From an optimization exercise on the open Yosys and OpenROAD flow, aimed at small area, a short achievable clock period and few clock cycles; shortcuts taken in it are not production practice. Only simulation tests tie the RTL to the original design; equivalence was not proved.

==> flow/design.v (outline; a module is shown in full before it is edited, if it fits) <==
// module arm: 157 lines
// module mul_csa: 804 lines
module arm (
	input  wire        clk,
	input  wire        reset,
	output wire        MemWrite,
	output wire [31:0] Adr,
	output wire [31:0] WriteData,
	input  wire [31:0] ReadData
);
  // ...
==> flow/flow/run.sh <==
#!/bin/bash
# Standard ORFS layout (the standard.sh), with timing repair aimed at a
# tighter setup slack than the default so that the layout's achieved period
# shrinks. Constraints (clock period, I/O delays) are the standard flow's, unchanged.
set -euo pipefail
MARGIN=$(cat flow/margin.txt 2>/dev/null || echo 8)
bash standard.sh SETUP_SLACK_MARGIN=$MARGIN finish > flow_standard.log 2>&1
==> flow/flow/margin.txt <==
8
==> flow/standard.sh <==
#!/bin/bash
# synth_recipe.tcl (not shown) runs the flow's synth.tcl, then flattens the netlist and writes it again
# the make line also repeats each setting of config.mk as NAME=value (left out here)
make -C /OpenROAD-flow-scripts/flow DESIGN_CONFIG=/design/flow/config.mk WORK_HOME=/design/flow/orfs CLKGATE_MAP_FILE= SYNTH_SCRIPT=/design/flow/synth_recipe.tcl "${@:-finish}"
==> flow/config.mk <==
export PLATFORM = sky130hd
export DESIGN_NAME = arm
export DESIGN_NICKNAME = arm
export VERILOG_FILES = /design/flow/design.v
export SDC_FILE = /design/flow/constraint.sdc
export NUM_CORES = 4
export LEC_CHECK = 0
export CAP_MARGIN = 20
export CORE_MARGIN = 2
export CORE_UTILIZATION = 40
export SETUP_SLACK_MARGIN = 0.4
export SLEW_MARGIN = 20
==> flow/constraint.sdc <==
create_clock -name core_clock -period 13.0 [get_ports {clk}]
set_input_delay 2.6000 -clock core_clock [delete_from_list [all_inputs] [get_ports {clk}]]
set_output_delay 2.6000 -clock core_clock [all_outputs]
set_load 0.01 [all_outputs]
==> results.sh, run 1 <==
export IMPL_finalWorstSetupSlack_ns=7.69
export IMPL_wl_met3_mm=27.7
export IMPL_synth_simple_area_share_pct=12.1
export IMPL_design_seq_count=630
export IMPL_overflow=0
export IMPL_final_cell_area_sq_um=55400
export IMPL_grtUsageMet2_pct=50.6
export IMPL_post_dp_cell_area_sq_um=49000
export IMPL_sh_seq_area_pct=34.0
export IMPL_hold_ws_ns=0.489
export IMPL_num_nonclk_inverters=260
export IMPL_tightest_slew_ns=1.16
export IMPL_largest_register_ffs=480
export IMPL_synth_area_top_cells="edfxtp_1 (39%), a22oi_1 (8.2%), fa_1 (8.1%)"
export IMPL_multi_input_area_sq_um=26500
export IMPL_die_x_microns=346
export IMPL_nets=5339
export IMPL_max_stage_delay_ns=0.42
export IMPL_start_util_pct=40.3
export IMPL_critPathMaxFanout=3
export IMPL_stdcell_count=6564
export IMPL_core_area_sq_um=116000
export IMPL_async_flop_share_pct=2.86
export IMPL_ant_nets=0
export IMPL_clockRootBuffer="clkbuf_16"
export IMPL_clock_path_buffers=3
export IMPL_synth_xor_area_share_pct=3.19
export IMPL_status="finished clean"
export IMPL_synth_flop_cell="edfxtp_1"
export IMPL_r2r_end="flags[2]"
Testbench counts, summed over its fixed seeds: cycles 47,477.
==> module arm, before the edit <==
module arm (
	input  wire        clk,
	input  wire        reset,
	output wire        MemWrite,
	output wire [31:0] Adr,
	output wire [31:0] WriteData,
	input  wire [31:0] ReadData
);
	localparam [1:0] S_EX = 2'd0, S_MEM = 2'd1, S_M2 = 2'd2, S_M3 = 2'd3;
	reg  [1:0]  st;
	reg  [10:0] pc;         
	reg         iv;         
	reg  [3:0]  flags;      
	reg  [3:0]  d_cond;
	reg         d_dp, d_mul, d_ldr, d_str, d_b, d_immop, d_s;
	reg  [1:0]  d_lop;      
	reg         d_sub, d_arith;
	reg  [11:0] d_imm;
	reg  [15:0] d_ra1, d_ra2;    
	reg  [3:0]  d_wa;
	reg  [31:0] X, Y;
	reg  [3:0]  ld_wa;
	reg         m_str;
	reg  [31:0] rf [0:14];
	wire [31:0] fw = ReadData;
	wire f_mul = (fw[27:26] == 2'b00) & ~fw[25] & (fw[7:4] == 4'b1001);
	wire f_mem = (fw[27:26] == 2'b01);
	wire [3:0] f_cmd = fw[24:21];
	reg cpass;
	wire fN = flags[3], fZ = flags[2], fC = flags[1], fV = flags[0];
	always @(*)
		case (d_cond)
			4'b0000: cpass = fZ;
			4'b0001: cpass = ~fZ;
			4'b0010: cpass = fC;
			4'b0011: cpass = ~fC;
			4'b0100: cpass = fN;
			4'b0101: cpass = ~fN;
			4'b0110: cpass = fV;
			4'b0111: cpass = ~fV;
			4'b1000: cpass = fC & ~fZ;
			4'b1001: cpass = ~(fC & ~fZ);
			4'b1010: cpass = fN == fV;
			4'b1011: cpass = fN != fV;
			4'b1100: cpass = ~fZ & (fN == fV);
			4'b1101: cpass = ~(~fZ & (fN == fV));
			default: cpass = 1'b1;
		endcase
	wire ex = (st == S_EX) & iv;
	wire go = ex & cpass;
	wire [31:0] r15 = {19'b0, pc + 11'd1, 2'b00};
	reg  [31:0] rd1, rd2;
	integer k;
	always @(*) begin
		rd1 = {32{d_ra1[15]}} & r15;
		rd2 = {32{d_ra2[15]}} & r15;
		for (k = 0; k < 15; k = k + 1) begin
			rd1 = rd1 | ({32{d_ra1[k]}} & rf[k]);
			rd2 = rd2 | ({32{d_ra2[k]}} & rf[k]);
		end
	end
	wire m3 = (st == S_M3);
	wire [31:0] opa = m3 ? X : rd1;
	wire [31:0] opb = m3 ? Y : (d_immop ? {20'b0, d_imm} : rd2);
	wire sub = d_sub & ~m3;
	wire [32:0] sum = {1'b0, opa} + {1'b0, sub ? ~opb : opb} + {32'b0, sub};
	reg  [31:0] res;
	always @(*)
		case (m3 ? 2'd0 : d_lop)
			2'd0: res = sum[31:0];
			2'd1: res = opa & opb;
			2'd2: res = opa | opb;
			default: res = opa ^ opb;
		endcase
	wire resN = res[31];
	wire resZ = (res == 32'b0);
	wire resC = sum[32];
	wire resV = ~(opa[31] ^ opb[31] ^ sub) & (opa[31] ^ sum[31]);
	wire        mem_ld = (st == S_MEM) & ~m_str;
	wire        we = (go & d_dp) | (m3) | mem_ld;
	wire [3:0]  wa = (st == S_MEM) ? ld_wa : d_wa;
	wire [31:0] wd = (st == S_MEM) ? ReadData : res;
	integer i;
	always @(posedge clk)
		for (i = 0; i < 15; i = i + 1)
			if (we && wa == i) rf[i] <= wd;
	always @(posedge clk or posedge reset)
		if (reset) flags <= 4'b0;
		else if ((go & d_dp & d_s) | (m3 & d_s)) begin
			flags[3] <= resN;
			flags[2] <= resZ;
			if (d_arith & ~m3) begin
				flags[1] <= resC;
				flags[0] <= resV;
			end
		end
	wire [31:0] ps, pc2;
	mul_csa mul (.a(X), .b(Y), .s(ps), .c(pc2));
	always @(posedge clk) begin
		if (ex) begin
			X <= d_mul ? rd1 : sum[31:0];
			Y <= rd2;
			ld_wa <= d_wa;
			m_str <= d_str;
		end else if (st == S_M2) begin
			X <= ps;
			Y <= pc2;
		end
	end
	wire taken = go & d_b;
	wire fetch = ((st == S_EX) & ~(iv & d_mul & cpass)) | m3;
	always @(posedge clk or posedge reset)
		if (reset) begin
			st <= S_EX;
			pc <= 11'd0;
			iv <= 1'b0;
		end else begin
			case (st)
				S_EX: if (go & (d_ldr | d_str)) st <= S_MEM;
				      else if (go & d_mul) st <= S_M2;
				S_MEM: st <= S_EX;
				S_M2: st <= S_M3;
				default: st <= S_EX;
			endcase
			if (taken) begin
				pc <= pc + 11'd1 + d_imm[10:0];
				iv <= 1'b0;
			end else if (fetch) begin
				pc <= pc + 11'd1;
				iv <= 1'b1;
			end
		end
	always @(posedge clk)
		if (fetch) begin
			d_cond  <= fw[31:28];
			d_mul   <= f_mul;
			d_dp    <= (fw[27:26] == 2'b00) & ~f_mul;
			d_ldr   <= f_mem & fw[20];
			d_str   <= f_mem & ~fw[20];
			d_b     <= (fw[27:26] == 2'b10);
			d_immop <= fw[25] | f_mem;
			d_s     <= fw[20];
			d_imm   <= fw[11:0];
			d_sub   <= (f_cmd == 4'b0010) & ~f_mem;
			d_arith <= (f_cmd == 4'b0010) | (f_cmd == 4'b0100);
			d_lop   <= f_mem ? 2'd0 :
			           (f_cmd == 4'b0000) ? 2'd1 :
			           (f_cmd == 4'b1100) ? 2'd2 :
			           (f_cmd == 4'b0001) ? 2'd3 : 2'd0;
			d_ra1   <= 16'd1 << (f_mul ? fw[11:8] : fw[19:16]);
			d_ra2   <= 16'd1 << (f_mem ? fw[15:12] : fw[3:0]);
			d_wa    <= f_mul ? fw[19:16] : fw[15:12];
		end
	assign Adr       = (st == S_MEM) ? X : {19'b0, pc, 2'b00};
	assign WriteData = Y;
	assign MemWrite  = (st == S_MEM) & m_str;
endmodule
==> run 2: changes to the inputs <==
--- a/flow/design.v
+++ b/flow/design.v
@@ -7,154 +7,233 @@
 	input  wire [31:0] ReadData
 );
-	localparam [1:0] S_EX = 2'd0, S_MEM = 2'd1, S_M2 = 2'd2, S_M3 = 2'd3;
-	reg  [1:0]  st;
 	reg  [10:0] pc;         
-	reg         iv;         
 	reg  [3:0]  flags;      
-	reg  [3:0]  d_cond;
-	reg         d_dp, d_mul, d_ldr, d_str, d_b, d_immop, d_s;
-	reg  [1:0]  d_lop;      
-	reg         d_sub, d_arith;
-	reg  [11:0] d_imm;
-	reg  [15:0] d_ra1, d_ra2;    
-	reg  [3:0]  d_wa;
-	reg  [31:0] X, Y;
-	reg  [3:0]  ld_wa;
-	reg         m_str;
+	reg         Dv;
+	reg  [3:0]  D_cond;
+	reg  [1:0]  D_op;
+	reg         D_I, D_S, D_mop, D_bneg, D_fpred;
+	reg  [3:0]  D_cmd, D_rn, D_rd;
+	reg  [11:0] D_imm;
+	reg  [10:0] D_pc8;      
+	reg         Ev;
+	reg         E_m2;       
+	reg         E_m3;       
+	reg  [3:0]  E_cond;
+	reg         E_dp, E_mul, E_ldr, E_str, E_immop, E_s, E_sub, E_arith;
+	reg  [1:0]  E_lop;
+	reg  [3:0]  E_ra1, E_ra2, E_wa;
+	reg  [31:0] A, B, Y;
+	reg         E_bchk;     
+	reg         E_pred;     
+	reg         Mv;
+	reg         M_ldr;
+	reg         M_wr;       
+	reg  [3:0]  M_wa;
+	reg  [31:0] AR;         
+	reg  [31:0] WD;
 	reg  [31:0] rf [0:14];
-	wire [31:0] fw = ReadData;
-	wire f_mul = (fw[27:26] == 2'b00) & ~fw[25] & (fw[7:4] == 4'b1001);
-	wire f_mem = (fw[27:26] == 2'b01);
-	wire [3:0] f_cmd = fw[24:21];
-	reg cpass;
-	wire fN = flags[3], fZ = flags[2], fC = flags[1], fV = flags[0];
-	always @(*)
-		case (d_cond)
-			4'b0000: cpass = fZ;
-			4'b0001: cpass = ~fZ;
-			4'b0010: cpass = fC;
-			4'b0011: cpass = ~fC;
-			4'b0100: cpass = fN;
-			4'b0101: cpass = ~fN;
-			4'b0110: cpass = fV;
-			4'b0111: cpass = ~fV;
-			4'b1000: cpass = fC & ~fZ;
-			4'b1001: cpass = ~(fC & ~fZ);
-			4'b1010: cpass = fN == fV;
-			4'b1011: cpass = fN != fV;
-			4'b1100: cpass = ~fZ & (fN == fV);
-			4'b1101: cpass = ~(~fZ & (fN == fV));
-			default: cpass = 1'b1;
-		endcase
-	wire ex = (st == S_EX) & iv;
-	wire go = ex & cpass;
-	wire [31:0] r15 = {19'b0, pc + 11'd1, 2'b00};
-	reg  [31:0] rd1, rd2;
-	integer k;
-	always @(*) begin
-		rd1 = {32{d_ra1[15]}} & r15;
-		rd2 = {32{d_ra2[15]}} & r15;
-		for (k = 0; k < 15; k = k + 1) begin
-			rd1 = rd1 | ({32{d_ra1[k]}} & rf[k]);
-			rd2 = rd2 | ({32{d_ra2[k]}} & rf[k]);
+	function automatic condok(input [3:0] c, input [3:0] f);
+		reg n, z, cc, v;
+		begin
+			{n, z, cc, v} = f;
+			case (c)
+				4'b0000: condok = z;
+				4'b0001: condok = ~z;
+				4'b0010: condok = cc;
+				4'b0011: condok = ~cc;
+				4'b0100: condok = n;
+				4'b0101: condok = ~n;
+				4'b0110: condok = v;
+				4'b0111: condok = ~v;
+				4'b1000: condok = cc & ~z;
+				4'b1001: condok = ~(cc & ~z);
+				4'b1010: condok = n == v;
+				4'b1011: condok = n != v;
+				4'b1100: condok = ~z & (n == v);
+				4'b1101: condok = ~(~z & (n == v));
+				default: condok = 1'b1;
+			endcase
 		end
-	end
-	wire m3 = (st == S_M3);
-	wire [31:0] opa = m3 ? X : rd1;
-	wire [31:0] opb = m3 ? Y : (d_immop ? {20'b0, d_imm} : rd2);
-	wire sub = d_sub & ~m3;
-	wire [32:0] sum = {1'b0, opa} + {1'b0, sub ? ~opb : opb} + {32'b0, sub};
-	reg  [31:0] res;
+	endfunction
+	wire e_run  = Ev & ~Mv;
+	wire pass   = condok(E_cond, flags);
+	wire e1     = e_run & ~E_m2 & ~E_m3;
+	wire go     = e1 & pass;
+	wire e_to_m2  = go & E_mul;
+	wire e_m2   = e_run & E_m2;
+	wire e_to_mem = go & (E_ldr | E_str);
+	wire e_last = ~Ev | (e_run & ~e_to_m2 & ~E_m2);
+	wire [32:0] sum = {1'b0, A} + {1'b0, B} + {32'b0, E_sub};
+	reg  [31:0] alures;
 	always @(*)
-		case (m3 ? 2'd0 : d_lop)
-			2'd0: res = sum[31:0];
-			2'd1: res = opa & opb;
-			2'd2: res = opa | opb;
-			default: res = opa ^ opb;
+		case (E_lop)
+			2'd0: alures = sum[31:0];
+			2'd1: alures = A & B;
+			2'd2: alures = A | B;
+			default: alures = A ^ B;
 		endcase
-	wire resN = res[31];
-	wire resZ = (res == 32'b0);
-	wire resC = sum[32];
-	wire resV = ~(opa[31] ^ opb[31] ^ sub) & (opa[31] ^ sum[31]);
-	wire        mem_ld = (st == S_MEM) & ~m_str;
-	wire        we = (go & d_dp) | (m3) | mem_ld;
-	wire [3:0]  wa = (st == S_MEM) ? ld_wa : d_wa;
-	wire [31:0] wd = (st == S_MEM) ? ReadData : res;
+	wire [31:0] r0, r1, r2, r3;
+	mul_csa4 mul (.a(A), .b(B), .s(r0), .c(r1), .t(r2), .u(r3));
+	wire [31:0] m2s, m2c;
+	csa42 m2 (.a(A), .b(B), .c(WD), .d(Y), .s(m2s), .co(m2c));
+	wire        we_e = (go & E_dp) | (e_run & E_m3);
+	wire        we   = we_e | (Mv & M_ldr);
+	wire [3:0]  wa   = Mv ? M_wa : E_wa;
+	wire [31:0] ewd  = alures;
+	wire [31:0] wd   = Mv ? ReadData : ewd;
 	integer i;
 	always @(posedge clk)
 		for (i = 0; i < 15; i = i + 1)
 			if (we && wa == i) rf[i] <= wd;
+	wire resN = ewd[31];
+	wire resZ = (ewd == 32'b0);
+	wire resC = sum[32];
+	wire resV = ~(A[31] ^ B[31]) & (A[31] ^ sum[31]);
 	always @(posedge clk or posedge reset)
 		if (reset) flags <= 4'b0;
-		else if ((go & d_dp & d_s) | (m3 & d_s)) begin
+		else if (E_s & we_e) begin
 			flags[3] <= resN;
 			flags[2] <= resZ;
-			if (d_arith & ~m3) begin
+			if (E_arith & ~E_m3) begin
 				flags[1] <= resC;
 				flags[0] <= resV;
 			end
 		end
-	wire [31:0] ps, pc2;
-	mul_csa mul (.a(X), .b(Y), .s(ps), .c(pc2));
+	wire d_mul = (D_op == 2'b00) & ~D_I & D_mop;
+	wire d_dp  = (D_op == 2'b00) & ~d_mul;
+	wire d_mem = (D_op == 2'b01);
+	wire d_b   = (D_op == 2'b10);
+	wire d_immop = D_I | d_mem;
+	wire d_sub = (D_cmd == 4'b0010) & ~d_mem;
+	wire [3:0] d_ra1 = d_mul ? D_imm[11:8] : D_rn;
+	wire [3:0] d_ra2 = d_mem ? D_rd : D_imm[3:0];
+	wire [3:0] d_wa  = d_mul ? D_rn : D_rd;
+	wire [31:0] r15 = {19'b0, D_pc8, 2'b00};
+	wire [31:0] rd1 = (d_ra1 == 4'd15) ? r15 : rf[d_ra1];
+	wire [31:0] rd2 = (d_ra2 == 4'd15) ? r15 : rf[d_ra2];
+	wire fe1 = we_e & (E_wa == d_ra1);
+	wire fe2 = we_e & (E_wa == d_ra2);
+	wire fm1 = Mv & M_ldr & (M_wa == d_ra1);
+	wire fm2 = Mv & M_ldr & (M_wa == d_ra2);
+	wire [31:0] rm1 = fm1 ? ReadData : rd1;
+	wire [31:0] rm2 = fm2 ? ReadData : rd2;
+	wire unstable = Ev & E_s & (E_dp | E_mul) & ~(e1 & ~pass);
+	wire e_misp  = e1 & E_bchk & (pass != E_pred);
+	wire d_stable = ~unstable | (D_cond == 4'b1110);
+	wire [10:0] btarget = D_pc8 + D_imm[10:0];
+	wire [10:0] fallthru = D_pc8 - 11'd1;
+	wire d_bres  = Dv & d_b & d_stable & ~e_misp;
+	wire d_act   = condok(D_cond, flags);
+	wire d_redir = d_bres & (d_act != D_fpred);
+	wire d_to_e  = Dv & (~d_b | ~d_stable) & e_last & ~e_misp;
+	wire d_free  = ~Dv | d_to_e | d_bres | e_misp;
+	wire f_load  = d_free & ~Mv & ~d_redir & ~e_misp;
+	wire [31:0] fw = ReadData;
+	wire f_pt = (fw[27:25] == 3'b101) & (fw[23] | (fw[31:28] == 4'b1110));
+	wire [10:0] f_target = pc + 11'd2 + fw[10:0];
+	wire [10:0] pc_next = e_misp ? Y[10:0] :
+	                      d_redir ? (d_act ? btarget : fallthru) :
+	                      ~f_load ? pc :
+	                      f_pt ? f_target : pc + 11'd1;
+	wire ld_fwd1 = Mv & M_ldr & (E_ra1 == M_wa);
+	wire ld_fwd2 = Mv & M_ldr & (E_ra2 == M_wa) & ~E_bchk;
+	wire [10:0] d_alt = D_fpred ? fallthru : btarget;
 	always @(posedge clk) begin
-		if (ex) begin
-			X <= d_mul ? rd1 : sum[31:0];
-			Y <= rd2;
-			ld_wa <= d_wa;
-			m_str <= d_str;
-		end else if (st == S_M2) begin
-			X <= ps;
-			Y <= pc2;
+		if (e_last & fe1) A <= ewd;
+		else if (e_last) A <= rm1;
+		else if (e_to_m2) A <= r0;
+		else if (e_m2) A <= m2s;
+		else if (ld_fwd1) A <= ReadData;
+		if (e_last & fe2 & ~d_immop) B <= ewd ^ {32{d_sub}};
+		else if (e_last) B <= (d_immop ? {20'b0, D_imm} : rm2) ^ {32{d_sub}};
+		else if (e_to_m2) B <= r1;
+		else if (e_m2) B <= m2c;
+		else if (ld_fwd2 & ~E_immop) B <= E_sub ? ~ReadData : ReadData;
+		if (e_last & d_b) Y <= {21'b0, d_alt};
+		else if (e_last & fe2) Y <= ewd;
+		else if (e_last) Y <= rm2;
+		else if (e_to_m2) Y <= r3;
+		else if (ld_fwd2) Y <= ReadData;
+		if (e_to_mem) begin
+			WD <= Y;
+			M_wa <= E_wa;
+			M_ldr <= E_ldr;
+		end else if (e_to_m2) begin
+			WD <= r2;
+		end
+		if (e_last) begin
+			E_cond  <= D_cond;
+			E_dp    <= d_dp;
+			E_mul   <= d_mul;
+			E_ldr   <= d_mem & D_S;
+			E_str   <= d_mem & ~D_S;
+			E_immop <= d_immop;
+			E_s     <= D_S;
+			E_sub   <= d_sub;
+			E_arith <= (D_cmd == 4'b0010) | (D_cmd == 4'b0100);
+			E_lop   <= (d_mem | d_mul) ? 2'd0 :
+			           (D_cmd == 4'b0000) ? 2'd1 :
+			           (D_cmd == 4'b1100) ? 2'd2 :
+			           (D_cmd == 4'b0001) ? 2'd3 : 2'd0;
+			E_ra1   <= d_ra1;
+			E_ra2   <= d_ra2;
+			E_wa    <= d_wa;
+			E_bchk  <= d_b;
+			E_pred  <= D_fpred;
 		end
 	end
-	wire taken = go & d_b;
-	wire fetch = ((st == S_EX) & ~(iv & d_mul & cpass)) | m3;
 	always @(posedge clk or posedge reset)
 		if (reset) begin
-			st <= S_EX;
-			pc <= 11'd0;
-			iv <= 1'b0;
+			pc   <= 11'd0;
+			Dv   <= 1'b0;
+			Ev   <= 1'b0;
+			E_m2 <= 1'b0;
+			E_m3 <= 1'b0;
+			Mv   <= 1'b0;
+			M_wr <= 1'b0;
+			AR   <= 32'b0;
 		end else begin
-			case (st)
-				S_EX: if (go & (d_ldr | d_str)) st <= S_MEM;
-				      else if (go & d_mul) st <= S_M2;
-				S_MEM: st <= S_EX;
-				S_M2: st <= S_M3;
-				default: st <= S_EX;
-			endcase
-			if (taken) begin
-				pc <= pc + 11'd1 + d_imm[10:0];
-				iv <= 1'b0;
-			end else if (fetch) begin
-				pc <= pc + 11'd1;
-				iv <= 1'b1;
-			end
+			pc   <= pc_next;
+			Dv   <= f_load | (Dv & ~d_free);
+			if (e_last) Ev <= d_to_e;
+			E_m2 <= e_to_m2;
+			E_m3 <= e_m2;
+			Mv   <= e_to_mem;
+			M_wr <= e_to_mem & E_str;
+			AR   <= e_to_mem ? sum[31:0] : {19'b0, pc_next, 2'b00};
 		end
 	always @(posedge clk)
-		if (fetch) begin
-			d_cond  <= fw[31:28];
-			d_mul   <= f_mul;
-			d_dp    <= (fw[27:26] == 2'b00) & ~f_mul;
-			d_ldr   <= f_mem & fw[20];
-			d_str   <= f_mem & ~fw[20];
-			d_b     <= (fw[27:26] == 2'b10);
-			d_immop <= fw[25] | f_mem;
-			d_s     <= fw[20];
-			d_imm   <= fw[11:0];
-			d_sub   <= (f_cmd == 4'b0010) & ~f_mem;
-			d_arith <= (f_cmd == 4'b0010) | (f_cmd == 4'b0100);
-			d_lop   <= f_mem ? 2'd0 :
-			           (f_cmd == 4'b0000) ? 2'd1 :
-			           (f_cmd == 4'b1100) ? 2'd2 :
-			           (f_cmd == 4'b0001) ? 2'd3 : 2'd0;
-			d_ra1   <= 16'd1 << (f_mul ? fw[11:8] : fw[19:16]);
-			d_ra2   <= 16'd1 << (f_mem ? fw[15:12] : fw[3:0]);
-			d_wa    <= f_mul ? fw[19:16] : fw[15:12];
+		if (f_load) begin
+			D_cond  <= fw[31:28];
+			D_op    <= fw[27:26];
+			D_I     <= fw[25];
+			D_cmd   <= fw[24:21];
+			D_S     <= fw[20];
+			D_rn    <= fw[19:16];
+			D_rd    <= fw[15:12];
+			D_imm   <= fw[11:0];
+			D_mop   <= (fw[7:4] == 4'b1001);
+			D_bneg  <= fw[23];
+			D_fpred <= f_pt;
+			D_pc8   <= pc + 11'd2;
 		end
-	assign Adr       = (st == S_MEM) ? X : {19'b0, pc, 2'b00};
-	assign WriteData = Y;
-	assign MemWrite  = (st == S_MEM) & m_str;
+	assign Adr       = AR;
+	assign WriteData = WD;
+	assign MemWrite  = M_wr;
+endmodule
+module csa42 (
+	input  wire [31:0] a,
+	input  wire [31:0] b,
+	input  wire [31:0] c,
+	input  wire [31:0] d,
+	output wire [31:0] s,
+	output wire [31:0] co
+);
+	wire [31:0] s1 = a ^ b ^ c;
+	wire [31:0] c1 = {(a[30:0] & b[30:0]) | (a[30:0] & c[30:0]) | (b[30:0] & c[30:0]), 1'b0};
+	assign s  = s1 ^ c1 ^ d;
+	assign co = {(s1[30:0] & c1[30:0]) | (s1[30:0] & d[30:0]) | (c1[30:0] & d[30:0]), 1'b0};
 endmodule
-module mul_csa (input wire [31:0] a, input wire [31:0] b, output wire [31:0] s, output wire [31:0] c);
+module mul_csa4 (input wire [31:0] a, input wire [31:0] b, output wire [31:0] s, output wire [31:0] c, output wire [31:0] t, output wire [31:0] u);
 	wire neg0 = b[1];
 	wire one0 = b[0] ^ 1'b0;
@@ -841,121 +920,7 @@
 	wire s363 = c254 ^ c256 ^ c258;
 	wire c364 = (c254 & c256) | (c254 & c258) | (c256 & c258);
-	wire s365 = pp0_4 ^ pp1_2;
-	wire c366 = pp0_4 & pp1_2;
-	wire s367 = pp0_5 ^ pp1_3;
-	wire c368 = pp0_5 & pp1_3;
-	wire s369 = s265 ^ pp2_2 ^ pp3_0;
-	wire c370 = (s265 & pp2_2) | (s265 & pp3_0) | (pp2_2 & pp3_0);
-	wire s371 = s267 ^ pp2_3 ^ pp3_1;
-	wire c372 = (s267 & pp2_3) | (s267 & pp3_1) | (pp2_3 & pp3_1);
-	wire s373 = s269 ^ s271 ^ neg4;
-	wire c374 = (s269 & s271) | (s269 & neg4) | (s271 & neg4);
-	wire s375 = s273 ^ s275 ^ c270;
-	wire c376 = (s273 & s275) | (s273 & c270) | (s275 & c270);
-	wire s377 = s277 ^ s279 ^ c274;
-	wire c378 = (s277 & s279) | (s277 & c274) | (s279 & c274);
-	wire s379 = s281 ^ s283 ^ c278;
-	wire c380 = (s281 & s283) | (s281 & c278) | (s283 & c278);
-	wire s381 = s285 ^ s287 ^ c282;
-	wire c382 = (s285 & s287) | (s285 & c282) | (s287 & c282);
-	wire s383 = s289 ^ s291 ^ c286;
-	wire c384 = (s289 & s291) | (s289 & c286) | (s291 & c286);
-	wire s385 = s293 ^ s295 ^ c290;
-	wire c386 = (s293 & s295) | (s293 & c290) | (s295 & c290);
-	wire s387 = s297 ^ s299 ^ c294;
-	wire c388 = (s297 & s299) | (s297 & c294) | (s299 & c294);
-	wire s389 = s301 ^ s303 ^ c298;
-	wire c390 = (s301 & s303) | (s301 & c298) | (s303 & c298);
-	wire s391 = s305 ^ s307 ^ c302;
-	wire c392 = (s305 & s307) | (s305 & c302) | (s307 & c302);
-	wire s393 = s309 ^ s311 ^ c306;
-	wire c394 = (s309 & s311) | (s309 & c306) | (s311 & c306);
-	wire s395 = s313 ^ s315 ^ c310;
-	wire c396 = (s313 & s315) | (s313 & c310) | (s315 & c310);
-	wire s397 = s317 ^ s319 ^ c314;
-	wire c398 = (s317 & s319) | (s317 & c314) | (s319 & c314);
-	wire s399 = s321 ^ s323 ^ c318;
-	wire c400 = (s321 & s323) | (s321 & c318) | (s323 & c318);
-	wire s401 = s325 ^ s327 ^ c322;
-	wire c402 = (s325 & s327) | (s325 & c322) | (s327 & c322);
-	wire s403 = s329 ^ s331 ^ c326;
-	wire c404 = (s329 & s331) | (s329 & c326) | (s331 & c326);
-	wire s405 = s333 ^ s335 ^ c330;
-	wire c406 = (s333 & s335) | (s333 & c330) | (s335 & c330);
-	wire s407 = s337 ^ s339 ^ c334;
-	wire c408 = (s337 & s339) | (s337 & c334) | (s339 & c334);
-	wire s409 = s341 ^ s343 ^ c338;
-	wire c410 = (s341 & s343) | (s341 & c338) | (s343 & c338);
-	wire s411 = s345 ^ s347 ^ c342;
-	wire c412 = (s345 & s347) | (s345 & c342) | (s347 & c342);
-	wire s413 = s349 ^ s351 ^ c346;
-	wire c414 = (s349 & s351) | (s349 & c346) | (s351 & c346);
-	wire s415 = s353 ^ s355 ^ c350;
-	wire c416 = (s353 & s355) | (s353 & c350) | (s355 & c350);
-	wire s417 = s357 ^ s359 ^ c354;
-	wire c418 = (s357 & s359) | (s357 & c354) | (s359 & c354);
-	wire s419 = s361 ^ s363 ^ c358;
-	wire c420 = (s361 & s363) | (s361 & c358) | (s363 & c358);
-	wire s421 = pp0_2 ^ pp1_0;
-	wire c422 = pp0_2 & pp1_0;
-	wire s423 = pp0_3 ^ pp1_1;
-	wire c424 = pp0_3 & pp1_1;
-	wire s425 = s365 ^ pp2_0 ^ neg2;
-	wire c426 = (s365 & pp2_0) | (s365 & neg2) | (pp2_0 & neg2);
-	wire s427 = s367 ^ pp2_1 ^ c366;
-	wire c428 = (s367 & pp2_1) | (s367 & c366) | (pp2_1 & c366);
-	wire s429 = s369 ^ neg3 ^ c368;
-	wire c430 = (s369 & neg3) | (s369 & c368) | (neg3 & c368);
-	wire s431 = s371 ^ c266 ^ c370;
-	wire c432 = (s371 & c266) | (s371 & c370) | (c266 & c370);
-	wire s433 = s373 ^ c268 ^ c372;
-	wire c434 = (s373 & c268) | (s373 & c372) | (c268 & c372);
-	wire s435 = s375 ^ c272 ^ c374;
-	wire c436 = (s375 & c272) | (s375 & c374) | (c272 & c374);
-	wire s437 = s377 ^ c276 ^ c376;
-	wire c438 = (s377 & c276) | (s377 & c376) | (c276 & c376);
-	wire s439 = s379 ^ c280 ^ c378;
-	wire c440 = (s379 & c280) | (s379 & c378) | (c280 & c378);
-	wire s441 = s381 ^ c284 ^ c380;
-	wire c442 = (s381 & c284) | (s381 & c380) | (c284 & c380);
-	wire s443 = s383 ^ c288 ^ c382;
-	wire c444 = (s383 & c288) | (s383 & c382) | (c288 & c382);
-	wire s445 = s385 ^ c292 ^ c384;
-	wire c446 = (s385 & c292) | (s385 & c384) | (c292 & c384);
-	wire s447 = s387 ^ c296 ^ c386;
-	wire c448 = (s387 & c296) | (s387 & c386) | (c296 & c386);
-	wire s449 = s389 ^ c300 ^ c388;
-	wire c450 = (s389 & c300) | (s389 & c388) | (c300 & c388);
-	wire s451 = s391 ^ c304 ^ c390;
-	wire c452 = (s391 & c304) | (s391 & c390) | (c304 & c390);
-	wire s453 = s393 ^ c308 ^ c392;
-	wire c454 = (s393 & c308) | (s393 & c392) | (c308 & c392);
-	wire s455 = s395 ^ c312 ^ c394;
-	wire c456 = (s395 & c312) | (s395 & c394) | (c312 & c394);
-	wire s457 = s397 ^ c316 ^ c396;
-	wire c458 = (s397 & c316) | (s397 & c396) | (c316 & c396);
-	wire s459 = s399 ^ c320 ^ c398;
-	wire c460 = (s399 & c320) | (s399 & c398) | (c320 & c398);
-	wire s461 = s401 ^ c324 ^ c400;
-	wire c462 = (s401 & c324) | (s401 & c400) | (c324 & c400);
-	wire s463 = s403 ^ c328 ^ c402;
-	wire c464 = (s403 & c328) | (s403 & c402) | (c328 & c402);
-	wire s465 = s405 ^ c332 ^ c404;
-	wire c466 = (s405 & c332) | (s405 & c404) | (c332 & c404);
-	wire s467 = s407 ^ c336 ^ c406;
-	wire c468 = (s407 & c336) | (s407 & c406) | (c336 & c406);
-	wire s469 = s409 ^ c340 ^ c408;
-	wire c470 = (s409 & c340) | (s409 & c408) | (c340 & c408);
-	wire s471 = s411 ^ c344 ^ c410;
-	wire c472 = (s411 & c344) | (s411 & c410) | (c344 & c410);
-	wire s473 = s413 ^ c348 ^ c412;
-	wire c474 = (s413 & c348) | (s413 & c412) | (c348 & c412);
-	wire s475 = s415 ^ c352 ^ c414;
-	wire c476 = (s415 & c352) | (s415 & c414) | (c352 & c414);
-	wire s477 = s417 ^ c356 ^ c416;
-	wire c478 = (s417 & c356) | (s417 & c416) | (c356 & c416);
-	wire s479 = s419 ^ c360 ^ c418;
-	wire c480 = (s419 & c360) | (s419 & c418) | (c360 & c418);
-	assign s = {s479, s477, s475, s473, s471, s469, s467, s465, s463, s461, s459, s457, s455, s453, s451, s449, s447, s445, s443, s441, s439, s437, s435, s433, s431, s429, s427, s425, s423, s421, pp0_1, pp0_0};
-	assign c = {c478, c476, c474, c472, c470, c468, c466, c464, c462, c460, c458, c456, c454, c452, c450, c448, c446, c444, c442, c440, c438, c436, c434, c432, c430, c428, c426, c424, c422, neg1, 1'b0, neg0};
+	assign s = {s361, s357, s353, s349, s345, s341, s337, s333, s329, s325, s321, s317, s313, s309, s305, s301, s297, s293, s289, s285, s281, s277, s273, s269, s267, s265, pp0_5, pp0_4, pp0_3, pp0_2, pp0_1, pp0_0};
+	assign c = {s363, s359, s355, s351, s347, s343, s339, s335, s331, s327, s323, s319, s315, s311, s307, s303, s299, s295, s291, s287, s283, s279, s275, s271, pp2_3, pp2_2, pp1_3, pp1_2, pp1_1, pp1_0, 1'b0, neg0};
+	assign t = {c358, c354, c350, c346, c342, c338, c334, c330, c326, c322, c318, c314, c310, c306, c302, c298, c294, c290, c286, c282, c278, c274, c270, neg4, pp3_1, pp3_0, pp2_1, pp2_0, 1'b0, neg1, 1'b0, 1'b0};
+	assign u = {c360, c356, c352, c348, c344, c340, c336, c332, c328, c324, c320, c316, c312, c308, c304, c300, c296, c292, c288, c284, c280, c276, c272, c268, c266, neg3, 1'b0, neg2, 1'b0, 1'b0, 1'b0, 1'b0};
 endmodule
==> flow/flow/run.sh (replaced) <==
#!/bin/bash
# The standard ORFS layout (standard.sh: standard synthesis and every
# step up to finish), with timing repair aimed at a tighter setup slack than the
# default so that the layout's achieved period shrinks. The clock period, I/O
# delays and loads are the standard flow's constraint.sdc, unchanged.
# flow/vars.txt holds the extra make variables, one per line.
set -euo pipefail
mapfile -t VARS < <(grep -v '^#' flow/vars.txt | sed '/^\s*$/d')
bash standard.sh "${VARS[@]}" finish > flow_standard.log 2>&1
==> flow/flow/vars.txt (new file) <==
SETUP_SLACK_MARGIN=8.6
MATCH_CELL_FOOTPRINT=0
BUFFER_PORTS_ARGS=-buffer_cell sky130_fd_sc_hd__buf_4
removed: flow/flow/margin.txt
==> results.sh, run 2 <==
export IMPL_clock_path_buffers=3
export IMPL_cts_hold_buffers=0
export IMPL_nets=6320
export IMPL_cp_cell_sequence="and2b_1 -> o31ai_1 -> buf_4 -> and2_4 -> buf_4 -> a222oi_1 -> nand3_1 -> o22ai_1 -> a31o_2 -> o21ai_0 -> xnor2_1 -> o21ai_1"
export IMPL_reg2reg_depth=12
export IMPL_worst_path_buf_inv=2
export IMPL_ant_nets=0
export IMPL_core_area_sq_um=139000
export IMPL_synth_cell_types=99
export IMPL_slew_violations=0
export IMPL_die_height_microns=379
export IMPL_wl_per_cell_microns=35.4
export IMPL_grt_pass1_wl_mm=383
export IMPL_start_util_pct=40.3
export IMPL_largest_register_ffs=480
export IMPL_dieArea_sq_um=143000
export IMPL_async_flop_share_pct=7.17
export IMPL_final_cell_mix="edfxtp_1 (665), a21oi_1 (653), nand2_1 (559), nor2_1 (427), a22oi_1 (396)"
export IMPL_synth_seq_area_share_pct=38.7
export IMPL_path_common_cell="buf_4"
export IMPL_grt_pass1_vias=50800
export IMPL_hold_viol=0
export IMPL_largest_register="rf"
export IMPL_synth_top_area_cell="edfxtp_1"
export IMPL_slowest_stage="edfxtp_1"
export IMPL_hpwl_mm=177
export IMPL_yosysTopAreaCellShare_pct=35.6
export IMPL_drc=0
export IMPL_gp_congestion=1.02
export IMPL_io_buffers=98
export IMPL_tightest_slew_ns=1.20
export IMPL_die_x_microns=379
export IMPL_synth_edf_count=665
export IMPL_io_pins=99
export IMPL_crit_family="compound AO/OA/AOI/OAI gates"
export IMPL_finalSetupViolCount=0
export IMPL_track_usage_pct=37.2
export IMPL_synthCells=6060
export IMPL_drt_initial_drc_count=10600
export IMPL_critPathMaxFanout=15
export IMPL_rows=137
export IMPL_hold_path_depth=0
export IMPL_worstHoldPathType="flop to flop"
export IMPL_status="finished clean"
export IMPL_cts_sinks=739
export IMPL_skew_ns=0.0698
export IMPL_viasPerCell=7.09
export IMPL_timing_fmax_mhz=225
export IMPL_ys_warn_count=2
export IMPL_cts_tree="done"
export IMPL_clkTransAtPathRegs_ns=0.07
export IMPL_area_growth_pct=14.4
export IMPL_antenna_found_initial=16
export IMPL_synth_area_top_cells="edfxtp_1 (36%), fa_1 (7.2%), a21oi_1 (5.9%)"
export IMPL_slew_headroom_pct=20.1
export IMPL_post_dp_cell_area_sq_um=58900
export IMPL_yosys_top_cells_count="edfxtp_1 (665), a21oi_1 (661), nand2_1 (571)"
export IMPL_route_final_wire_length_mm=280
export IMPL_layout_drive_gt1_share_pct=14.1
export IMPL_min_period_ns=4.44
export IMPL_synth_cell_area_sq_um=56100
export IMPL_setup_tns_ns=0
export IMPL_overflow=0
export IMPL_startpoint_type="flop"
export IMPL_num_vias=56100
export IMPL_yosys_cell_count_top_type="edfxtp_1"
export IMPL_fill_cells=13100
export IMPL_crit_type="flop to flop"
export IMPL_clockRootBuffer="clkbuf_16"
export IMPL_cts_buffers=83
export IMPL_grt_max_degree=101
export IMPL_syn_avg_cell_area_sq_um=9.26
export IMPL_syn_nets=6409
export IMPL_final_common_cell="edfxtp_1"
export IMPL_drv_cap=0
export IMPL_clkLatencyLatePin_ns=0.74
export IMPL_final_cell_area_sq_um=64200
export IMPL_synth_seq_cells=739
export IMPL_synth_flop_cell="edfxtp_1"
export IMPL_rsz0062_at_grt="yes"
export IMPL_period_share_pct=34.1
export IMPL_max_stage_delay_ns=0.50
export IMPL_required_ns=13.46
export IMPL_crit_cells=12
export IMPL_critPathCaptureType="flop"
export IMPL_htreeDepth=3
export IMPL_worstPathArrival_ns=4.90
export IMPL_drt_first_pass_iters=9
-- run 2: kinds of logic after synthesis --
logic type | synth area share [%]
adders and majority gates | 9.91
buffers and inverters | 5.69
AOI/OAI and AO/OA | 27.8
DFF | 38.7
and+or+nand+nor | 11.8
xor gates and xnor gates | 4.25
muxes | 1.83
-- run 2: worst reg2reg max path: stages (launching register included) --
cell and delay, ns:
edfxtp_1 0.50, and2b_1 0.45, o31ai_1 0.35, buf_4 0.29, and2_4 0.44, buf_4 0.39, a222oi_1 0.14, nand3_1 0.12
o22ai_1 0.20, a31o_2 0.32, o21ai_0 0.35, xnor2_1 0.20, o21ai_1 0.41
-- run 2: per-layer routing --
metal | vias to the layer above | global-route usage (%) | routed length, microns
met3 | 1184 | 13.4 | 43800
met2 | 5119 | 53.6 | 115000
li1 | 22800 | - | -
met4 | 22 | 21.7 | 21900
met5 | - | 0 | 208
met1 | 27000 | 47.8 | 99400
-- run 2: area by class of cell --
cell class	count	area, sq um	share of cell area (%)
sequential	739	21700	33.8
antenna	1	2.50	0.00390
clock buffer	102	2220	3.46
timing repair inverter	2	12.5	0.0195
timing repair buffer	451	4240	6.60
inverter	195	846	1.32
clock inverter	52	611	0.951
multi-input combinational	4499	32200	50.1
tap	1876	2350	3.66
-- run 2: path summary, 6_finish.rpt --
kind | start | end | slack, ns
min | D_S | E_s | 0.51
max reg2reg | D_op[0] | B[9] | 8.56
max | D_op[0] | B[9] | 8.56
min reg2reg | D_S | E_s | 0.51
min in group asynchronous | reset | E_m3 | 2.13
max in group asynchronous | reset | Mv | 10.31
-- run 2: metrics by stage --
stage          utilization (%)  std cells  hold slack [ns]  worst slack, ns
6_report                  46.0       7917            0.515             8.56
5_1_grt                   46.0       7916            0.532             8.48
4_1_cts                   45.1       7837            0.512             8.57
3_5_place_dp              42.2       7633            0.492             6.75
3_3_place_gp              42.2       7633            0.484             6.81
2_1_floorplan                -       6060            0.421             8.23
-- run 2: what timing repair did --
action,in CTS,in global routing
gates resized for setup,202,135
gates cloned,6,15
pin swaps,12,17
endpoints found under the setup margin,529,300
setup buffers,44,63
Testbench counts of run 2, summed over its fixed seeds: cycles 45,962.
==> run 3: changes to the inputs <==
--- a/flow/design.v
+++ b/flow/design.v
@@ -87,5 +87,15 @@
 			if (we && wa == i) rf[i] <= wd;
 	wire resN = ewd[31];
-	wire resZ = (ewd == 32'b0);
+	wire [31:0] zp = A ^ B;
+	wire [31:0] zc = {A[30:0] | B[30:0], E_sub};
+	wire sumZ = (zp == zc);
+	reg  logZ;
+	always @(*)
+		case (E_lop)
+			2'd1: logZ = ((A & B) == 32'b0);
+			2'd2: logZ = ((A | B) == 32'b0);
+			default: logZ = ((A ^ B) == 32'b0);
+		endcase
+	wire resZ = (E_lop == 2'd0) ? sumZ : logZ;
 	wire resC = sum[32];
 	wire resV = ~(A[31] ^ B[31]) & (A[31] ^ sum[31]);
==> results.sh, run 3 <==
export IMPL_status="finished clean"
export IMPL_track_usage_pct=37.1
export IMPL_rsz0062_at_grt="yes"
export IMPL_required_ns=13.46
export IMPL_num_vias=57300
export IMPL_synth_top_family_by_area="compound AO/OA/AOI/OAI gates"
export IMPL_cts_tree="done"
export IMPL_drc=0
export IMPL_path_common_cell="buf_4"
export IMPL_cts_buffers=82
export IMPL_synth_compound_area_share_pct=27.4
export IMPL_grt_pass1_vias=52500
export IMPL_hold_viol=0
export IMPL_clockRootBuffer="clkbuf_16"
export IMPL_critPathCaptureType="flop"
export IMPL_synth_seq_cells=739
export IMPL_r2r_end="B[30]"
export IMPL_synth_top_area_cell="edfxtp_1"
export IMPL_crit_path_end="B[30]"
export IMPL_grt_max_degree=99
export IMPL_reg2reg_depth=14
export IMPL_clkTransAtPathRegs_ns=0.06
export IMPL_synth_flop_cell="edfxtp_1"
export IMPL_drv_cap=0
export IMPL_max_stage_delay_ns=0.61
export IMPL_finalSetupViolCount=0
export IMPL_synth_seq_area_share_pct=38.2
export IMPL_largest_register="rf"
export IMPL_viasPerCell=7.09
export IMPL_worstPathArrival_ns=4.99
export IMPL_slew_headroom_pct=23.2
export IMPL_io_pins=99
export IMPL_nets=6478
export IMPL_route_final_wire_length_mm=283
export IMPL_wl_per_cell_microns=35.1
export IMPL_timing_fmax_mhz=221
export IMPL_cp_cell_sequence="buf_4 -> nor2b_1 -> buf_4 -> o21ai_1 -> buf_4 -> and2_1 -> buf_4 -> a22oi_1 -> and3_1 -> a211oi_1 -> o21ai_0 -> xnor2_1 -> a211oi_1 -> a21oi_1"
export IMPL_ant_nets=0
export IMPL_yosys_cell_count_top_type="a21oi_1"
export IMPL_async_flop_share_pct=7.17
export IMPL_syn_nets=6595
export IMPL_cts_sinks=739
export IMPL_ys_warn_count=2
export IMPL_crit_type="flop to flop"
export IMPL_slowest_stage="and2_1"
export IMPL_synth_fa_ha_area_share_pct=9.86
export IMPL_hold_ws_ns=0.545
export IMPL_core_area_sq_um=141000
export IMPL_finalWorstSetupSlack_ns=8.47
export IMPL_rows=138
export IMPL_period_share_pct=34.9
export IMPL_yosysTopAreaCellShare_pct=35.2
export IMPL_hpwl_mm=187
export IMPL_rrSetupSlack_ns=8.47
export IMPL_yosys_top_cells_count="a21oi_1 (730), edfxtp_1 (665), nand2_1 (624)"
export IMPL_drt_initial_drc_count=11300
export IMPL_synthCells=6242
export IMPL_die_x_microns=381
export IMPL_cts_hold_buffers=0
export IMPL_drt_first_pass_iters=10
export IMPL_rr_startpoint="D_op[0]"
export IMPL_start_util_pct=40.2
export IMPL_cp_startpoint="D_op[0]"
export IMPL_grt_pass1_wl_mm=394
export IMPL_final_cell_mix="a21oi_1 (723), edfxtp_1 (665), nand2_1 (613), nor2_1 (437), a22oi_1 (356)"
export IMPL_clock_path_buffers=3
export IMPL_synth_xor_area_share_pct=4.56
export IMPL_synth_edf_count=665
export IMPL_slew_violations=0
export IMPL_synth_simple_area_share_pct=12.4
export IMPL_area_growth_pct=13.9
export IMPL_synth_cell_area_sq_um=56800
export IMPL_antenna_found_initial=14
export IMPL_skew_ns=0.0316
export IMPL_largest_register_ffs=480
export IMPL_worstHoldPathType="flop to flop"
export IMPL_synth_area_top_cells="edfxtp_1 (35%), fa_1 (7.1%), a21oi_1 (6.4%)"
export IMPL_clkLatencyLatePin_ns=0.73
export IMPL_hold_path_depth=2
export IMPL_critPathMaxFanout=19
export IMPL_tightest_slew_ns=1.15
export IMPL_htreeDepth=3
export IMPL_setup_tns_ns=0
export IMPL_dieArea_sq_um=145000
export IMPL_gp_congestion=1.05
export IMPL_io_buffers=98
export IMPL_synth_cell_types=98
export IMPL_min_period_ns=4.53
export IMPL_overflow=0
export IMPL_stdcell_count=8082
export IMPL_die_height_microns=381
export IMPL_dp_cells=7822
export IMPL_layout_drive_gt1_share_pct=13.5
export IMPL_syn_avg_cell_area_sq_um=9.10
export IMPL_dp_slack_ns=7.16
export IMPL_final_common_cell="a21oi_1"
export IMPL_muxShareOfSynthArea_pct=1.67
export IMPL_startpoint_type="flop"
run 3: changes by cell type after synthesis, sizes merged, moves of 23 or more:
cell   change
a21oi     +69
nand2     +54
o21ai     +47
a22oi     -40
a21o      -23
and3      +23
inv       +23
run 3: per-layer routing:
layer / part of all wire [%] / GRT usage (%) / vias to the layer above
met2: 42 / 54.8 / 5174
met4: 7.6 / 19.9 / 22
met3: 15 / 12.1 / 1261
met1: 35 / 47.9 / 27600
met5: 0.052 / 0 / -
li1: - / - / 23300
run 3: worst min-delay path by stage:
stage,from,to
2_1_floorplan,E_ldr,M_ldr
3_3_place_gp,Y[15],Y[15]
3_5_place_dp,Y[15],Y[15]
4_1_cts,Y[15],Y[15]
5_1_grt,Y[15],Y[15]
6_report,Y[15],Y[15]
run 3: layout make-up:
class                      count  area [sq um]
tap                         1890          2360
multi-input combinational   4651         32900
clock buffer                  91          2100
inverter                     214           951
timing repair buffer         433          4050
clock inverter                57           633
sequential                   739         21700
fill                       13400         76500
timing repair inverter         4          28.8
antenna                        3          7.51
run 3: metrics by stage:
step / instance area, sq um / util [%]
after floorplan: 56800 / -
after global placement: 59500 / 42.1
after detailed placement: 59500 / 42.1
after CTS: 63600 / 45.0
after global routing: 64700 / 45.8
final: 64700 / 45.8
run 3: worst max-delay path: cells and delay by family (launching register included):
kind                   cells  cell delay, ns
XOR/XNOR                   1            0.23
buffers and inverters      4            1.21
AO/OA/AOI/OAI              6            1.40
flip-flops                 1            0.44
AND/OR/NAND/NOR            3            0.97
run 3: logic make-up (layout without fill, tap and decap cells):
family,Yosys count,count (layout)
AOI/OAI and AO/OA,2362,2362
xor gates and xnor gates,296,296
adders and majority gates,328,328
buffers and inverters,852,799
DFF,739,739
muxes,88,88
other,0,3
and+or+nand+nor,1577,1577
run 3: repair_timing:
| action | 4_1_cts | 5_1_grt |
|---|---|---|
| pin swaps | 17 | 29 |
| setup endpoints to repair | 573 | 290 |
| cloned | 7 | 11 |
| gates resized for setup | 204 | 157 |
| buffers inserted | 58 | 32 |
Testbench counts of run 3, summed over its fixed seeds: cycles 45,962.
==> run 4: changes to the inputs <==
==> flow/flow/vars.txt (replaced) <==
SETUP_SLACK_MARGIN=8.35
MATCH_CELL_FOOTPRINT=0
BUFFER_PORTS_ARGS=-buffer_cell sky130_fd_sc_hd__buf_4
==> results.sh, run 4 <==
export IMPL_drc=0
export IMPL_grt_pass1_vias=52000
export IMPL_path_common_cell="buf_4"
export IMPL_worstHoldPathType="flop to flop"
export IMPL_clkTransAtPathRegs_ns=0.06
export IMPL_viasPerCell=7.07
export IMPL_grt_pass1_wl_mm=390
export IMPL_rrSetupSlack_ns=8.26
export IMPL_period_share_pct=36.5
export IMPL_synth_area_top_cells="edfxtp_1 (35%), fa_1 (7.1%), a21oi_1 (6.4%)"
export IMPL_clkLatencyLatePin_ns=0.74
export IMPL_setup_tns_ns=0
export IMPL_synth_cell_types=98
export IMPL_start_util_pct=40.2
export IMPL_gr_usage_met3_pct=12.4
export IMPL_synth_seq_area_share_pct=38.2
export IMPL_syn_nets=6595
export IMPL_core_area_sq_um=141000
export IMPL_drt_first_pass_iters=13
export IMPL_min_period_ns=4.74
export IMPL_rows=138
export IMPL_worstPathArrival_ns=5.21
export IMPL_synth_flop_cell="edfxtp_1"
export IMPL_reg2reg_depth=14
export IMPL_nets=6461
export IMPL_synth_edf_count=665
export IMPL_synthCells=6242
export IMPL_seqCellArea_sq_um=21700
export IMPL_gr_max_usage_layer="met2"
export IMPL_hold_viol=0
export IMPL_htreeDepth=3
export IMPL_syn_avg_cell_area_sq_um=9.10
export IMPL_dieArea_sq_um=145000
export IMPL_num_vias=57000
export IMPL_synth_seq_cells=739
export IMPL_hpwl_mm=186
export IMPL_ant_nets=0
export IMPL_crit_family="buffers and inverters"
export IMPL_grt_max_degree=108
export IMPL_final_common_cell="a21oi_1"
export IMPL_slew_violations=0
export IMPL_die_x_microns=381
export IMPL_ys_warn_count=2
export IMPL_drv_cap=0
export IMPL_timing_fmax_mhz=211
export IMPL_die_height_microns=381
export IMPL_startpoint_type="flop"
export IMPL_hold_end="Y[13]"
export IMPL_crit_type="flop to flop"
export IMPL_clockRootBuffer="clkbuf_16"
export IMPL_largest_register="rf"
export IMPL_fill_cells=13600
export IMPL_max_stage_delay_ns=0.60
export IMPL_slew_headroom_pct=13.3
export IMPL_cp_cell_sequence="nor4b_2 -> buf_4 -> mux2i_2 -> buf_4 -> inv_2 -> nand4_1 -> buf_6 -> nand2_1 -> buf_4 -> a2111oi_0 -> nand4_1 -> a221oi_1 -> a211o_1 -> o21ai_0"
export IMPL_grtUsageMet2_pct=53.7
export IMPL_critPathCaptureType="flop"
export IMPL_status="finished clean"
export IMPL_area_growth_pct=12.2
export IMPL_cts_tree="done"
export IMPL_cts_hold_buffers=0
export IMPL_cts_sinks=739
export IMPL_r2r_end="A[28]"
export IMPL_yosysTopAreaCellShare_pct=35.2
export IMPL_wl_per_cell_microns=34.9
export IMPL_overflow=0
export IMPL_async_flop_share_pct=7.17
export IMPL_layout_drive_gt1_share_pct=12.4
export IMPL_skew_ns=0.0499
export IMPL_hp_start="Y[13]"
export IMPL_slowest_stage="edfxtp_1"
export IMPL_clock_path_buffers=3
export IMPL_hold_ws_ns=0.521
export IMPL_largest_register_ffs=480
export IMPL_drt_initial_drc_count=10600
export IMPL_final_cell_mix="a21oi_1 (726), edfxtp_1 (665), nand2_1 (618), nor2_1 (438), buf_4 (365)"
export IMPL_route_final_wire_length_mm=281
export IMPL_rr_startpoint="D_I"
export IMPL_synth_cell_area_sq_um=56800
export IMPL_yosys_cell_count_top_type="a21oi_1"
export IMPL_tightest_slew_ns=1.29
export IMPL_track_usage_pct=36.9
export IMPL_io_pins=99
export IMPL_hold_path_depth=2
export IMPL_worst_path_buf_inv=5
export IMPL_antenna_found_initial=22
export IMPL_cts_buffers=81
export IMPL_use_met1_pct=47.8
export IMPL_gp_congestion=1.02
export IMPL_yosys_top_cells_count="a21oi_1 (730), edfxtp_1 (665), nand2_1 (624)"
export IMPL_synth_top_area_cell="edfxtp_1"
export IMPL_finalSetupViolCount=0
export IMPL_required_ns=13.47
export IMPL_rsz0062_at_grt="yes"
export IMPL_critPathMaxFanout=24
export IMPL_io_buffers=98
export IMPL_multi_input_area_sq_um=32500
## run 4: cell types whose count changed in the layout (fill, tap and decap cells not counted), moves of 6 or more
cell       previous run  this run
buf_4               343       365
clkbuf_1              8        20
buf_6                41        31
o21ai_0             314       323
clkbuf_16            95        87
o21ai_1              19        11
buf_12               20        13
and2_1               20        26
and2_2                9         3
ha_4                  7         1
## run 4: worst register-to-register path, delay by kind of cell (launching register included)
family                 cells  cell delay (ns)
multiplexers               1             0.23
flip-flops                 1             0.60
AO/OA/AOI/OAI              4             1.18
buffers and inverters      5             1.45
AND/OR/NAND/NOR            4             1.03
## run 4: worst max-delay path by stage
stage                           start  endpoint  slack (ns)  depth (start not counted)
final                             D_I     A[28]        8.26                         14
after floorplan           ReadData[0]    AR[12]        8.15                         12
after global placement       flags[2]     Y[10]        6.81                         14
after detailed placement     flags[2]     Y[10]        6.79                         14
after CTS                         D_I     A[28]        8.35                         14
after global routing          D_op[0]     A[28]        8.16                         14
## run 4: what timing repair did
action,CTS,global route
endpoints found under the setup margin,391,292
pin swaps,4,17
cloned,1,8
buffers inserted,23,46
resized for setup,117,101
## run 4: logic make-up (layout without fill, tap and decap cells)
logic type | Yosys count | in the layout | share of synthesized area, %
flops | 739 | 739 | 38.2
compound gates | 2362 | 2362 | 27.4
xor+xnor | 296 | 296 | 4.56
other cells | 0 | 3 | 0
simple gates | 1577 | 1577 | 12.4
mux | 88 | 88 | 1.67
fa+ha+maj | 328 | 328 | 9.86
buf+inv | 852 | 787 | 5.85
## run 4: area by class of cell
type / count / area share, %
multi-input cells: 4651 / 51.0
flip-flops and latches: 739 / 34.1
repair buffers: 419 / 5.58
well taps: 1890 / 3.71
clock buffers: 104 / 3.36
inverters: 214 / 1.46
clock inverters: 48 / 0.813
repair inverters: 2 / 0.0157
diodes: 3 / 0.0118
## run 4: metrics by stage
step | setup slack, ns | utilization (%) | cells | instance area, sq um
after CTS | 8.35 | 44.5 | 8012 | 62800
after global routing | 8.16 | 45.1 | 8067 | 63700
after floorplan | 8.15 | - | 6242 | 56800
after detailed placement | 6.79 | 42.2 | 7836 | 59600
final | 8.26 | 45.1 | 8070 | 63700
after global placement | 6.81 | 42.2 | 7834 | 59500
## run 4: per-layer routing
layer	up-vias	part of all wire, %
li1	23200	-
met1	27600	36
met2	5026	42
met3	1158	15
met4	32	7.4
met5	-	0.069

static timing again, ports no longer ideal:
The results above use ideal ports. As a check the final layouts listed here were re-extracted and re-timed, cells and wires unchanged. Step 1: set_driving_cell puts a clkbuf_16 on clk and a buf_2 on each other input, an assumption about the parent block. Step 2 times the ports against the registers' clock, not the clock port: input delays grow and output delays shrink by t, the midpoint of the rising clock arrivals with the driver on. a / b / c = ideal ports / drivers / drivers and shift; a / b = the first two.
run	t (ns)	setup slack, ns	hold slack, ns	worst setup path after step 2
run 1	0.714	7.693 / 7.693 / 7.636	0.489 / 0.489 / 0.489	input to register
run 2	0.781	8.561 / 8.561 / 7.855	0.515 / 0.515 / 0.515	input to register
run 3	0.786	8.465 / 8.465 / 7.830	0.545 / 0.545 / 0.545	input to register
run 4	0.788	8.257 / 8.257 / 7.688	0.521 / 0.521 / 0.521	input to register
After both steps setup and hold are still met in every run listed. For run 2, which loses most, drivers alone change the setup slack by 0.000 ns; drivers and shift together by -0.706 ns.
